Background: an optimization exercise with open tools, aiming at small area, a short achievable clock period and few clock cycles. Do not read the settings as production practice. The RTL was checked by simulation tests, not by an equivalence proof against the original design.

File: flow/design.v
module Bicubic #(parameter fraction_bits = 15)
(
input CLK,
input RST,
input enable,
input [7:0] input_data,
output logic [13:0] iaddr,
output logic ird,
output logic we,
output logic [13:0] waddr,
output logic [7:0] output_data,
input [6:0] V0,
input [6:0] H0,
input [4:0] SW,
input [4:0] SH,
input [5:0] TW,
input [5:0] TH,
output logic DONE
);
localparam JS_IDLE = 2'd0, JS_DIV = 2'd1, JS_RUN = 2'd2, JS_END = 2'd3;
reg [1:0] js;
reg [3:0] dcnt;
reg [5:0] rTW, rTW1, rTH1, rRows;    
reg [6:0] rH0, rV0m1;
reg [6:0] remx, remy;
reg [15:0] qx, qy;
wire eqS = qy[15];                   
wire [6:0] dvx = (dcnt == 0) ? remx : {remx[5:0], 1'b0};
wire [6:0] dvy = (dcnt == 0) ? remy : {remy[5:0], 1'b0};
wire [7:0] dsx = {1'b0, dvx} - {2'b0, rTW1};
wire [7:0] dsy = {1'b0, dvy} - {2'b0, rTH1};
wire start_run = (js == JS_DIV) && (dcnt == 4'd15);
always @(posedge CLK or posedge RST) begin
    if (RST) begin
        js <= JS_IDLE;
        dcnt <= 0;
    end else begin
        case (js)
            JS_IDLE: if (enable) begin js <= JS_DIV; dcnt <= 0; end
            JS_DIV: begin
                dcnt <= dcnt + 1'b1;
                if (dcnt == 4'd15) js <= JS_RUN;
            end
            default: ;
        endcase
    end
end
always @(posedge CLK) begin
    if (js == JS_IDLE) begin
        rTW <= TW;
        rTW1 <= TW - 1'b1;
        rTH1 <= TH - 1'b1;
        rRows <= {1'b0, SH} + 6'd2;
        rH0 <= H0;
        rV0m1 <= V0 - 1'b1;
        remx <= {2'b0, SW - 1'b1};
        remy <= {2'b0, SH - 1'b1};
    end else if (js == JS_DIV) begin
        if (!dsx[7]) begin remx <= dsx[6:0]; qx <= {qx[14:0], 1'b1}; end
        else begin remx <= dvx; qx <= {qx[14:0], 1'b0}; end
        if (!dsy[7]) begin remy <= dsy[6:0]; qy <= {qy[14:0], 1'b1}; end
        else begin remy <= dvy; qy <= {qy[14:0], 1'b0}; end
    end
end
reg tu_busy, tu_own;                 
reg [15:0] tu_tmp;
reg [14:0] tu_f;
wire pr_req, cs_req;
wire [14:0] pr_f, cs_f;
wire tu_gpr = !tu_busy && pr_req;
wire tu_gcs = !tu_busy && !pr_req && cs_req;
wire [14:0] tu_fin = tu_gpr ? pr_f : cs_f;
wire [15:0] tu_ma = tu_busy ? tu_tmp : {1'b0, tu_fin};
wire [14:0] tu_mb = tu_busy ? tu_f : tu_fin;
wire [30:0] tu_p = tu_ma * tu_mb;
wire [15:0] tu_t3 = tu_p[30:15];
always @(posedge CLK or posedge RST) begin
    if (RST) tu_busy <= 0;
    else tu_busy <= tu_gpr || tu_gcs;
end
always @(posedge CLK) begin
    if (!tu_busy) begin
        tu_tmp <= tu_p[29:14];
        tu_f <= tu_fin;
        tu_own <= tu_gcs;
    end
end
reg [6:0]  bX  [0:1][0:1];
reg        bxf [0:1][0:1];
reg        bval[0:1][0:1];
reg [14:0] bf  [0:1][0:1];
reg [15:0] bt2 [0:1][0:1];
reg [15:0] bt3 [0:1][0:1];
reg [13:0] brow[0:1];
reg [1:0]  bfull;
reg [19:0] QX; reg [5:0] RX;
wire [6:0] rxs = {1'b0, RX} + {1'b0, remx[5:0]};
wire [7:0] rxd = {1'b0, rxs} - {2'b0, rTW1};
wire       rxc = !rxd[7];
wire [19:0] QXn = QX + {4'b0, qx} + rxc;
wire [5:0] RXn = rxc ? rxd[5:0] : rxs[5:0];
localparam CS_OFF = 2'd0, CS_COL = 2'd1, CS_WT = 2'd2, CS_FIN = 2'd3;
reg [1:0] cs_st;
reg cs_b, cs_c;
reg [5:0] cs_i;
wire cs_valid = cs_i < rTW;
wire cs_xf = |QX[14:10];
assign cs_req = (cs_st == CS_COL) && !bfull[cs_b] && cs_valid && cs_xf;
assign cs_f = QX[14:0];
wire cs_colgo = (cs_st == CS_COL) && !bfull[cs_b] && (!(cs_valid && cs_xf) || tu_gcs);
wire cs_coldone = cs_colgo && !(cs_valid && cs_xf) || (cs_st == CS_WT);
wire fe_freebank;                    
wire fe_fb_cur;
always @(posedge CLK or posedge RST) begin
    if (RST) begin
        cs_st <= CS_OFF;
        bfull <= 2'b00;
    end else begin
        if (start_run) begin
            cs_st <= CS_COL;
            bfull <= 2'b00;
        end else begin
            case (cs_st)
                CS_COL: if (cs_colgo && cs_valid && cs_xf) cs_st <= CS_WT;
                        else if (cs_colgo && cs_c) cs_st <= CS_FIN;
                CS_WT:  cs_st <= cs_c ? CS_FIN : CS_COL;
                CS_FIN: cs_st <= cs_valid ? CS_COL : CS_OFF;
                default: ;
            endcase
            if (cs_st == CS_FIN) bfull[cs_b] <= 1'b1;
            if (fe_freebank) bfull[fe_fb_cur] <= 1'b0;
        end
    end
end
always @(posedge CLK) begin
    if (start_run) begin
        cs_b <= 0; cs_c <= 0; cs_i <= 0;
        QX <= 0; RX <= 0;
    end else begin
        if (cs_st == CS_COL && cs_colgo) begin
            bX[cs_b][cs_c] <= rH0 + {2'b0, QX[19:15]};
            bxf[cs_b][cs_c] <= cs_xf;
            bval[cs_b][cs_c] <= cs_valid;
            bf[cs_b][cs_c] <= cs_xf ? QX[14:0] : 15'd0;
            if (!(cs_valid && cs_xf)) begin
                bt2[cs_b][cs_c] <= 0;
                bt3[cs_b][cs_c] <= 0;
            end
        end
        if (tu_busy && tu_own) begin
            bt2[cs_b][cs_c] <= tu_tmp;
            bt3[cs_b][cs_c] <= tu_t3;
        end
        if (cs_coldone) begin
            QX <= QXn; RX <= RXn;
            cs_i <= cs_i + 1'b1;
            cs_c <= ~cs_c;
        end
        if (cs_st == CS_FIN) begin
            brow[cs_b] <= ({7'b0, bX[cs_b][0]} * 14'd100) - 14'd100 + {7'b0, rV0m1};
            cs_b <= ~cs_b;
        end
    end
end
localparam FE_OFF = 2'd0, FE_GRP = 2'd1, FE_ROW = 2'd2;
reg [1:0] fe_st;
reg fb;
reg [2:0] slot;
reg [5:0] rr;
reg [13:0] rowaddr, rdaddr;
reg [1:0] pend;
wire oe_pop;
assign fe_fb_cur = tg2_bank;
wire col1v = bval[fb][1];
wire samex = bX[fb][1] == bX[fb][0];
wire row_start = (fe_st == FE_ROW) && (slot == 0) && ((pend != 2'd2) || oe_pop);
wire slot_act = (fe_st == FE_ROW) && ((slot != 0) || row_start);
wire last_slot = slot_act && ((slot == 3'd4) || (slot == 3'd3 && !col1v));
wire s_read = slot_act && !(slot == 3'd4 && samex);
wire s_fire = slot_act && (slot == 3'd3 || slot == 3'd4);
wire lastrow = (rr == rRows);
reg tg1_sh, tg1_fire, tg1_c, tg1_alt, tg1_last, tg1_free, tg1_bank;
reg tg2_sh, tg2_fire, tg2_c, tg2_alt, tg2_last, tg2_free, tg2_bank;
always @(posedge CLK or posedge RST) begin
    if (RST) begin
        fe_st <= FE_OFF;
        pend <= 0;
        ird <= 0;
        tg1_sh <= 0; tg1_fire <= 0; tg2_sh <= 0; tg2_fire <= 0;
    end else begin
        if (start_run) begin
            fe_st <= FE_GRP;
            pend <= 0;
        end else begin
            case (fe_st)
                FE_GRP: if (bfull[fb]) fe_st <= FE_ROW;
                FE_ROW: if (last_slot && lastrow) fe_st <= FE_GRP;
                default: ;
            endcase
            pend <= pend + row_start - oe_pop;
        end
        ird <= s_read;
        tg1_sh <= s_read;
        tg1_fire <= s_fire;
        tg2_sh <= tg1_sh;
        tg2_fire <= tg1_fire;
    end
end
always @(posedge CLK) begin
    if (start_run) fb <= 0;
    if (fe_st == FE_GRP && bfull[fb]) begin
        rowaddr <= brow[fb];
        rr <= 0;
        slot <= 0;
    end
    if (slot_act) begin
        if (s_read) begin
            iaddr <= (slot == 0) ? rowaddr : rdaddr;
            rdaddr <= ((slot == 0) ? rowaddr : rdaddr) + 14'd100;
        end
        slot <= last_slot ? 3'd0 : slot + 1'b1;
        if (last_slot) begin
            rowaddr <= rowaddr + 1'b1;
            rr <= rr + 1'b1;
            if (lastrow) fb <= ~fb;
        end
    end
    tg1_c <= (slot == 3'd4);
    tg1_alt <= eqS && (rr == 6'd4);
    tg1_last <= last_slot;
    tg1_free <= last_slot && lastrow;
    tg1_bank <= fb;
    tg2_c <= tg1_c; tg2_alt <= tg1_alt; tg2_last <= tg1_last;
    tg2_free <= tg1_free; tg2_bank <= tg1_bank;
end
reg [7:0] sr [0:3];
wire [7:0] hp0 = tg2_sh ? sr[1] : sr[0];
wire [7:0] hp1 = tg2_sh ? sr[2] : sr[1];
wire [7:0] hp2 = tg2_sh ? sr[3] : sr[2];
wire [7:0] hp3 = tg2_sh ? input_data : sr[3];
always @(posedge CLK) begin
    if (tg2_sh) begin
        sr[0] <= sr[1]; sr[1] <= sr[2]; sr[2] <= sr[3]; sr[3] <= input_data;
    end
end
wire fire = tg2_fire;
assign fe_freebank = fire && tg2_free;
reg [19:0] QY; reg [5:0] RY;
reg [5:0] jp;
wire [6:0] rys = {1'b0, RY} + {1'b0, remy[5:0]};
wire [7:0] ryd = {1'b0, rys} - {2'b0, rTH1};
wire       ryc = !ryd[7];
wire [19:0] QYn = QY + {4'b0, qy} + ryc;
wire [5:0] RYn = ryc ? ryd[5:0] : rys[5:0];
reg pr_on, pr_wait, pvalid;
reg [14:0] pf; reg [15:0] pt2, pt3;
reg pstep, plast, pj0;
wire oe_load;
wire pr_free = !pvalid || oe_load;
wire pr_yf = |QY[14:10];
assign pr_req = pr_on && !pr_wait && pr_free && pr_yf;
assign pr_f = QY[14:0];
wire pr_go = pr_on && !pr_wait && pr_free && (!pr_yf || tu_gpr);
always @(posedge CLK or posedge RST) begin
    if (RST) begin
        pr_on <= 0; pr_wait <= 0; pvalid <= 0;
    end else begin
        if (start_run) begin
            pr_on <= 1; pr_wait <= 0; pvalid <= 0;
        end else begin
            if (pr_go) pr_wait <= pr_yf;
            else if (pr_wait) pr_wait <= 0;
            if (pr_go) pvalid <= !pr_yf;
            else if (pr_wait) pvalid <= 1;
            else if (oe_load) pvalid <= 0;
        end
    end
end
wire plast_n = (jp == rTH1);
always @(posedge CLK) begin
    if (start_run) begin
        QY <= 0; RY <= 0; jp <= 0;
    end else if (pr_go) begin
        pf <= pr_yf ? QY[14:0] : 15'd0;
        if (!pr_yf) begin pt2 <= 0; pt3 <= 0; end
        pstep <= !plast_n && (QYn[19:15] != QY[19:15]);
        plast <= plast_n;
        pj0 <= (jp == 0);
        if (plast_n) begin QY <= 0; RY <= 0; jp <= 0; end
        else begin QY <= QYn; RY <= RYn; jp <= jp + 1'b1; end
    end
    if (tu_busy && !tu_own) begin
        pt2 <= tu_tmp;
        pt3 <= tu_t3;
    end
end
reg [7:0] nH [0:1][0:1];             
reg [7:0] nA [0:1][0:1];
reg       nX [0:1][0:1];
reg [1:0] nvalid;
reg wptr, rptr;
reg [7:0] W [0:1][0:3];              
reg oe_on, rv, need_pop, oc;
reg [2:0] initcnt;
reg [5:0] oi0;
reg [11:0] rowbase;
reg [14:0] rf; reg [15:0] rt2, rt3;
reg rstep, rlast, rj0;
reg d1, d2;
wire olastc = ({1'b0, oi0} + 7'd1) < {1'b0, rTW};
wire issue = oe_on && rv && !fire;
wire last_issue = issue && (oc == olastc);
wire grp_end = last_issue && rlast;
wire all_end = grp_end && (({1'b0, oi0} + 7'd2) >= {1'b0, rTW});
wire head_v = nvalid[rptr];
wire step_now = last_issue && rstep;
wire pop_step = head_v && (need_pop || step_now);
wire pop_init = oe_on && head_v && (initcnt != 0) && !rv;
assign oe_pop = pop_step || pop_init;
wire need_pop_after = (need_pop || step_now) && !pop_step;
wire [2:0] initcnt_after = grp_end ? (all_end ? 3'd0 : 3'd4) : (initcnt - pop_init);
assign oe_load = oe_on && pvalid && (!rv || last_issue) && !need_pop_after &&
                 (initcnt_after == 0) && !grp_end;
wire ryf = |rf[14:10];
always @(posedge CLK or posedge RST) begin
    if (RST) begin
        oe_on <= 0; rv <= 0; need_pop <= 0; initcnt <= 0;
        nvalid <= 0; wptr <= 0; rptr <= 0;
        d1 <= 0; d2 <= 0; DONE <= 0;
    end else begin
        if (start_run) begin
            oe_on <= 1; rv <= 0; need_pop <= 0; initcnt <= 3'd4;
            nvalid <= 0; wptr <= 0; rptr <= 0;
        end else begin
            if (all_end) oe_on <= 0;
            initcnt <= initcnt_after;
            need_pop <= need_pop_after;
            if (oe_load) rv <= 1;
            else if (last_issue) rv <= 0;
            if (oe_pop) begin
                nvalid[rptr] <= 1'b0;
                rptr <= ~rptr;
            end
            if (kh && klast) begin
                nvalid[wptr] <= 1'b1;
                wptr <= ~wptr;
            end
        end
        d1 <= all_end;
        d2 <= d1;
        if (d2) DONE <= 1'b1;
    end
end
integer c;
always @(posedge CLK) begin
    if (start_run) begin
        oi0 <= 0; rowbase <= 0; oc <= 0;
    end
    if (issue) oc <= last_issue ? 1'b0 : ~oc;
    if (last_issue) begin
        if (rlast) begin
            oi0 <= oi0 + 6'd2;
            rowbase <= 0;
        end else
            rowbase <= rowbase + {6'b0, rTW};
    end
    if (oe_load) begin
        rf <= pf; rt2 <= pt2; rt3 <= pt3;
        rstep <= pstep; rlast <= plast; rj0 <= pj0;
    end
    if (oe_pop) begin
        for (c = 0; c < 2; c = c + 1) begin
            W[c][0] <= W[c][1];
            W[c][1] <= W[c][2];
            W[c][2] <= W[c][3];
            if (pop_init)
                W[c][3] <= nH[rptr][c];
            else if (nX[rptr][c])
                W[c][3] <= ryf ? nH[rptr][c] : nA[rptr][c];
            else
                W[c][3] <= rj0 ? W[c][3] : nH[rptr][c];
        end
    end
end
reg kv, kh;
reg kc, klast, kxf;
reg [7:0] kalt;
reg [11:0] kwa;
reg [7:0] kp0, kp1, kp2, kp3;
reg [14:0] kf; reg [15:0] kt2, kt3;
always @(posedge CLK or posedge RST) begin
    if (RST) begin
        kv <= 0; kh <= 0; we <= 0;
    end else begin
        kv <= issue;
        kh <= fire;
        we <= kv;
    end
end
always @(posedge CLK) begin
    if (fire) begin
        kp0 <= hp0; kp1 <= hp1; kp2 <= hp2; kp3 <= hp3;
        kf <= bf[tg2_bank][tg2_c];
        kt2 <= bt2[tg2_bank][tg2_c];
        kt3 <= bt3[tg2_bank][tg2_c];
        kc <= tg2_c;
        klast <= tg2_last;
        kxf <= bxf[tg2_bank][tg2_c];
        kalt <= tg2_alt ? hp2 : hp0;
    end else if (issue) begin
        kp0 <= W[oc][0]; kp1 <= W[oc][1]; kp2 <= W[oc][2]; kp3 <= W[oc][3];
        kf <= rf; kt2 <= rt2; kt3 <= rt3;
        kwa <= rowbase + {6'b0, oi0} + {11'b0, oc};
    end
end
wire [7:0] kres;
cubic_kernel u_kernel(.pm1(kp0), .p0(kp1), .p1(kp2), .p2(kp3), .f(kf), .t2(kt2), .t3(kt3), .q(kres));
always @(posedge CLK) begin
    if (kv) begin
        output_data <= kres;
        waddr <= {2'b0, kwa};
    end
    if (kh) begin
        nH[wptr][kc] <= kres;
        nA[wptr][kc] <= kalt;
        nX[wptr][kc] <= kxf;
    end
end
endmodule
module cubic_kernel (
input [7:0] pm1, p0, p1, p2,
input [14:0] f,
input [15:0] t2, t3,
output [7:0] q
);
wire signed [9:0] sm1 = {2'b0, pm1};
wire signed [9:0] s0 = {2'b0, p0};
wire signed [9:0] s1 = {2'b0, p1};
wire signed [9:0] s2 = {2'b0, p2};
wire signed [15:0] sf = {1'b0, f};
wire signed [16:0] st2 = {1'b0, t2};
wire signed [16:0] st3 = {1'b0, t3};
wire signed [9:0] c = s1 - sm1;
wire [10:0] kbw = {2'b0, pm1, 1'b0} - ({1'b0, p0, 2'b0} + {3'b0, p0}) + {1'b0, p1, 2'b0} - {3'b0, p2};
wire signed [10:0] kb = (kbw == 11'h400) ? 11'd0 : kbw;
wire signed [11:0] ka = s2 - sm1 + 12'sd3 * (s0 - s1);
wire signed [27:0] prb = kb * st2;
wire signed [28:0] pra = ka * st3;
wire signed [27:0] prb1 = prb + prb[27];
wire signed [28:0] pra1 = pra + pra[28];
wire signed [26:0] tb = prb1[27:1];
wire signed [27:0] ta = pra1[28:1];
wire signed [25:0] pc = c * sf;
wire signed [29:0] sp0 = {6'b0, p0, 16'b0};
wire signed [29:0] S = sp0 + pc + tb + ta;
wire [8:0] rnd = {1'b0, S[23:16]} + S[15];
assign q = S[29] ? 8'd0 : ((|S[28:24]) | rnd[8]) ? 8'd255 : rnd[7:0];
endmodule
File: flow/run.sh
#!/bin/bash
# synth_recipe.tcl (not shown) runs the flow's synth.tcl, then flattens the netlist and writes it again
# the make line also repeats each setting of config.mk as NAME=value (left out here)
make -C /OpenROAD-flow-scripts/flow DESIGN_CONFIG=/design/flow/config.mk WORK_HOME=/design/flow/orfs CLKGATE_MAP_FILE= SYNTH_SCRIPT=/design/flow/synth_recipe.tcl finish
File: flow/config.mk
export PLATFORM = sky130hd
export DESIGN_NAME = Bicubic
export DESIGN_NICKNAME = Bicubic
export VERILOG_FILES = /design/flow/design.v
export SDC_FILE = /design/flow/constraint.sdc
export NUM_CORES = 4
export LEC_CHECK = 0
export CAP_MARGIN = 20
export CORE_MARGIN = 2
export CORE_UTILIZATION = 40
export SLEW_MARGIN = 20
File: flow/constraint.sdc
create_clock -name core_clock -period 55.0 [get_ports {CLK}]
set_input_delay 11.0000 -clock core_clock [delete_from_list [all_inputs] [get_ports {CLK}]]
set_output_delay 11.0000 -clock core_clock [all_outputs]
set_load 0.01 [all_outputs]
==> notes.md <==
[placed cells by master (no fill, tap or decap), types with 75 or more instances in the layout]
| master | synthesis | layout |
|---|---|---|
| sky130_fd_sc_hd__xor2_1 | 123 | 122 |
| sky130_fd_sc_hd__nor2_1 | 390 | 383 |
| sky130_fd_sc_hd__clkdlybuf4s50_1 | 0 | 83 |
| sky130_fd_sc_hd__o21ai_0 | 148 | 146 |
| sky130_fd_sc_hd__nand2_1 | 581 | 580 |
| sky130_fd_sc_hd__clkbuf_16 | 0 | 97 |
| sky130_fd_sc_hd__mux2_2 | 109 | 109 |
| sky130_fd_sc_hd__a21oi_1 | 252 | 250 |
| sky130_fd_sc_hd__xnor2_1 | 226 | 226 |
| sky130_fd_sc_hd__edfxtp_1 | 744 | 744 |
| sky130_fd_sc_hd__nand2b_1 | 99 | 98 |
| sky130_fd_sc_hd__ha_1 | 575 | 575 |
| sky130_fd_sc_hd__fa_1 | 622 | 622 |
| sky130_fd_sc_hd__mux2i_1 | 88 | 88 |
| sky130_fd_sc_hd__inv_1 | 1004 | 1000 |
| sky130_fd_sc_hd__nor3_1 | 84 | 80 |
| sky130_fd_sc_hd__buf_4 | 4 | 75 |
| sky130_fd_sc_hd__dfxtp_1 | 151 | 149 |
| sky130_fd_sc_hd__a21o_1 | 93 | 92 |
| sky130_fd_sc_hd__and2_1 | 208 | 208 |
[stage by stage]
step,setup WS [ns],instance area (sq um),hold WS [ns]
after floorplan,40.73,69900,0.310
after global placement,39.26,73500,0.311
after detailed placement,38.98,73500,0.312
after CTS,38.92,76800,0.327
after global routing,38.27,76900,0.332
final,39.24,76900,0.326
[metal layers]
layer,vias to the layer above,wire [um],share of wire,track usage
met1,22752,75300,0.46,0.260
met5,-,0,0,0
li1,21279,-,-,-
met2,937,79600,0.48,0.314
met3,190,6810,0.041,0.0199
met4,0,2970,0.018,0.0402
[worst max-delay path, delay by kind of cell (launching register included)]
| family | cells | cell delay (ns) |
|---|---|---|
| xor gates and xnor gates | 4 | 0.69 |
| DFF | 1 | 0.42 |
| AOI/OAI and AO/OA | 24 | 5.85 |
| and+or+nand+nor | 10 | 2.19 |
| buffers and inverters | 9 | 0.73 |
| adders and majority gates | 14 | 5.51 |
[area by class of cell]
type                       instances  area (sq um)  share of cell area
multi-input combinational       4226         39100               0.509
sequential                       933         26300               0.343
timing repair buffer             159          1410              0.0184
clock buffer                     119          2620              0.0341
antenna                            1          2.50           0.0000326
clock inverter                    63           706             0.00918
inverter                        1005          3770              0.0491
tap                             2325          2910              0.0379
[registers in the layout, indices dropped and copies added, names as in the netlist, 16 cells and up, named ones only]
register and count:
bt3 64, sr 32, qy 16, rt3 16, qx 16, kt3 16
bf 60, rt2 16, tu_tmp 16, brow 28, nH 32, pt2 16
kt2 16, bX 28, W 64, QY 17, nA 32, pt3 16
QX 20, bt2 64
[Yosys cell counts (all sizes together) (151+ instances only)]
cell / instances / area, sq um
nand2: 581 / 2180
nor2: 390 / 1460
inv: 1004 / 3770
edfxtp: 744 / 22300
fa: 622 / 12500
xnor2: 226 / 1980
dfxtp: 151 / 3020
a21oi: 253 / 1270
and2: 209 / 1310
clkbuf: 182 / 683
o21ai: 154 / 771
ha: 575 / 7190
[worst min path at each step]
stage               depth (start not counted)  slack, ns        to
finish                                      0       0.33  tg2_bank
global route                                0       0.33  tg2_bank
CTS                                         0       0.33  tg2_free
detailed placement                          0       0.31  tg2_free
global placement                            0       0.31  tg2_free
floorplan                                   0       0.31   tg2_alt
[kinds of logic after synthesis]
family                     synth area share
and+or+nand+nor                       0.114
buffers and inverters                0.0658
adders and majority gates             0.281
DFF                                   0.377
AOI/OAI and AO/OA                    0.0674
xor gates and xnor gates             0.0441
muxes                                0.0508
other                             0.0000537
==> flow_results.xml <==
<?xml version="1.0" encoding="UTF-8"?>
<metrics>
  <group name="status">
    <metric name="status" unit="">complete, no violations</metric>
  </group>
  <group name="logic_synthesis">
    <metric name="synth.ff_latch_count" unit="">933</metric>
    <metric name="postSynthAreaPerCell" unit="sq um">11.0</metric>
    <metric name="synth_enable_flop_cells" unit="">744</metric>
    <metric name="syn-instance-count" unit="">6376</metric>
    <metric name="sequential_share_of_the_synthesized_area" unit="">0.377</metric>
    <metric name="combined_area_of_all_synthesized_cells" unit="sq um">69900</metric>
    <metric name="async_flop_share" unit="">0.0407</metric>
    <metric name="ys_warn_count" unit="">3</metric>
    <metric name="synth.lib_cells_used.distinct" unit="">86</metric>
    <metric name="postSynth.topFlopCell" unit="">sky130_fd_sc_hd__edfxtp_1</metric>
  </group>
  <group name="worst_setup_path">
    <metric name="critical_path.max_fanout" unit="">18</metric>
    <metric name="worstPathRequired" unit="ns">55.34</metric>
    <metric name="startpoint_type" unit="">register</metric>
    <metric name="r2r_slack" unit="ns">39.24</metric>
    <metric name="setup.worst_path.end_class" unit="">register</metric>
    <metric name="launching_element_of_the_worst_setup_path" unit="">kp1[0]</metric>
    <metric name="cp_slowest_stage_delay" unit="ns">0.77</metric>
    <metric name="cells_on_worst_reg2reg_path" unit="">61</metric>
    <metric name="worst_r2r_startpoint" unit="">kp1[0]</metric>
    <metric name="worst_r2r_endpoint" unit="">output_data[6]</metric>
    <metric name="timing.critical_path.arrival" unit="ns">16.11</metric>
    <metric name="setup.worst_path.class" unit="">reg2reg</metric>
    <metric name="critPathCapture" unit="">output_data[6]</metric>
    <metric name="critPathSlowestCell" unit="">sky130_fd_sc_hd__a211oi_2</metric>
  </group>
  <group name="route">
    <metric name="via_density_per_instance" unit="">5.11</metric>
    <metric name="detailroute.via_count" unit="">45158</metric>
    <metric name="routedWlPerCell" unit="um">18.6</metric>
    <metric name="remaining_design_rule_violation_count" unit="">0</metric>
    <metric name="finalWirelength" unit="um">165000</metric>
    <metric name="detailedRoute.firstPassIterationCount" unit="">6</metric>
    <metric name="first_iter_violations" unit="">2825</metric>
    <metric name="drtAntennaViolNets" unit="">0</metric>
  </group>
  <group name="clock_tree">
    <metric name="cts_htree_levels" unit="">3</metric>
    <metric name="cts_root_buffer" unit="">sky130_fd_sc_hd__clkbuf_16</metric>
    <metric name="cts_hold_repair.buffers" unit="">0</metric>
    <metric name="cts.repair.resized" unit="">0</metric>
    <metric name="tritoncts" unit="">built</metric>
    <metric name="cts.path.max_buffers" unit="">3</metric>
    <metric name="clock_latency" unit="ns">0.73</metric>
    <metric name="numCtsBuffers" unit="">96</metric>
    <metric name="cts.reportedPaths.clkPinSlew" unit="ns">0.07</metric>
    <metric name="cts.sinks" unit="">933</metric>
    <metric name="post-cts-setup-buffer-count" unit="">0</metric>
  </group>
  <group name="global_routing">
    <metric name="global_route_wire_length_before_repair" unit="um">264000</metric>
    <metric name="largest_net_degree_at_the_start_of_global_routing" unit="">79</metric>
    <metric name="tot_gr_track_use" unit="">0.187</metric>
    <metric name="grt_remaining_overflow" unit="">0</metric>
    <metric name="number_of_antenna_violations_at_the_first_check_in_global_routing" unit="">4</metric>
    <metric name="number_of_global_route_vias_before_repair" unit="">47053</metric>
  </group>
  <group name="floorplanning">
    <metric name="floorplan.die.height" unit="um">422</metric>
    <metric name="rows" unit="">153</metric>
    <metric name="width_of_the_die" unit="um">422</metric>
    <metric name="coreArea" unit="sq um">174000</metric>
    <metric name="ioPinCount" unit="">86</metric>
    <metric name="design.die.area" unit="sq um">178000</metric>
    <metric name="initial_utilization" unit="">0.402</metric>
  </group>
  <group name="sta">
    <metric name="final_min_period_over_clock_period" unit="">0.287</metric>
    <metric name="slew_headroom" unit="">0.248</metric>
    <metric name="pin_slew_with_the_least_headroom_to_its_limit" unit="ns">1.13</metric>
    <metric name="finalHoldViolCount" unit="">0</metric>
    <metric name="slew_violations" unit="">0</metric>
    <metric name="finalSetupTns" unit="ns">0</metric>
    <metric name="clock-skew-final" unit="ns">0.0743</metric>
    <metric name="min_period" unit="ns">15.76</metric>
    <metric name="setup_viol" unit="">0</metric>
    <metric name="max_clock_freq" unit="GHz">0.0634</metric>
    <metric name="grt_setup_unrepaired" unit="">no</metric>
  </group>
  <group name="finish">
    <metric name="final_net_count" unit="">7665</metric>
    <metric name="layoutNonFillerInstCount" unit="">8831</metric>
    <metric name="final_layout_size_suffix_gt1_frac" unit="">0.0741</metric>
    <metric name="final_util" unit="">0.443</metric>
    <metric name="n_fill_cell" unit="">16164</metric>
    <metric name="area_delta_synth_final" unit="%">9.99</metric>
  </group>
  <group name="placement">
    <metric name="place.detailed.instances" unit="">8647</metric>
    <metric name="port_buffers" unit="">83</metric>
    <metric name="place_hpwl" unit="um">126000</metric>
    <metric name="place.gp.congestion" unit="">0.883</metric>
  </group>
  <group name="hold_path">
    <metric name="worst_hold_path_type" unit="">reg2reg</metric>
    <metric name="min_from" unit="">tg1_bank</metric>
  </group>
  <group name="job">
    <metric name="max_cap_viol" unit="">0</metric>
  </group>
</metrics>
Testbench counts, summed over its fixed seeds: cycles 91,141.

separate check: timing with driven ports:
In the flow no input, the clock included, has a driving cell. The finished layout below was timed again as built, in two steps. Step 1 sets driving cells, clkbuf_16 on the clock port and buf_2 on the other inputs (assumed; they add their load-dependent delay and slew). Step 2, shift: input delay + t, output delay - t, t = (earliest + latest rising clock arrival at the registers) / 2. This alone moves slack from input paths to output paths. Three values: ideal, step 1, step 2; two values: the first two.
shift t [ns]: 0.772
slack for setup (ns): 39.236 / 39.236 / 39.236
hold slack, ns: 0.326 / 0.326 / 0.326
worst setup path after step 2: register to register
cell pins on the clock port's net: 1
After both steps this run still meets setup and hold. The setup slack of this run moves by 0.000 ns with the drivers and by 0.000 ns with both steps.
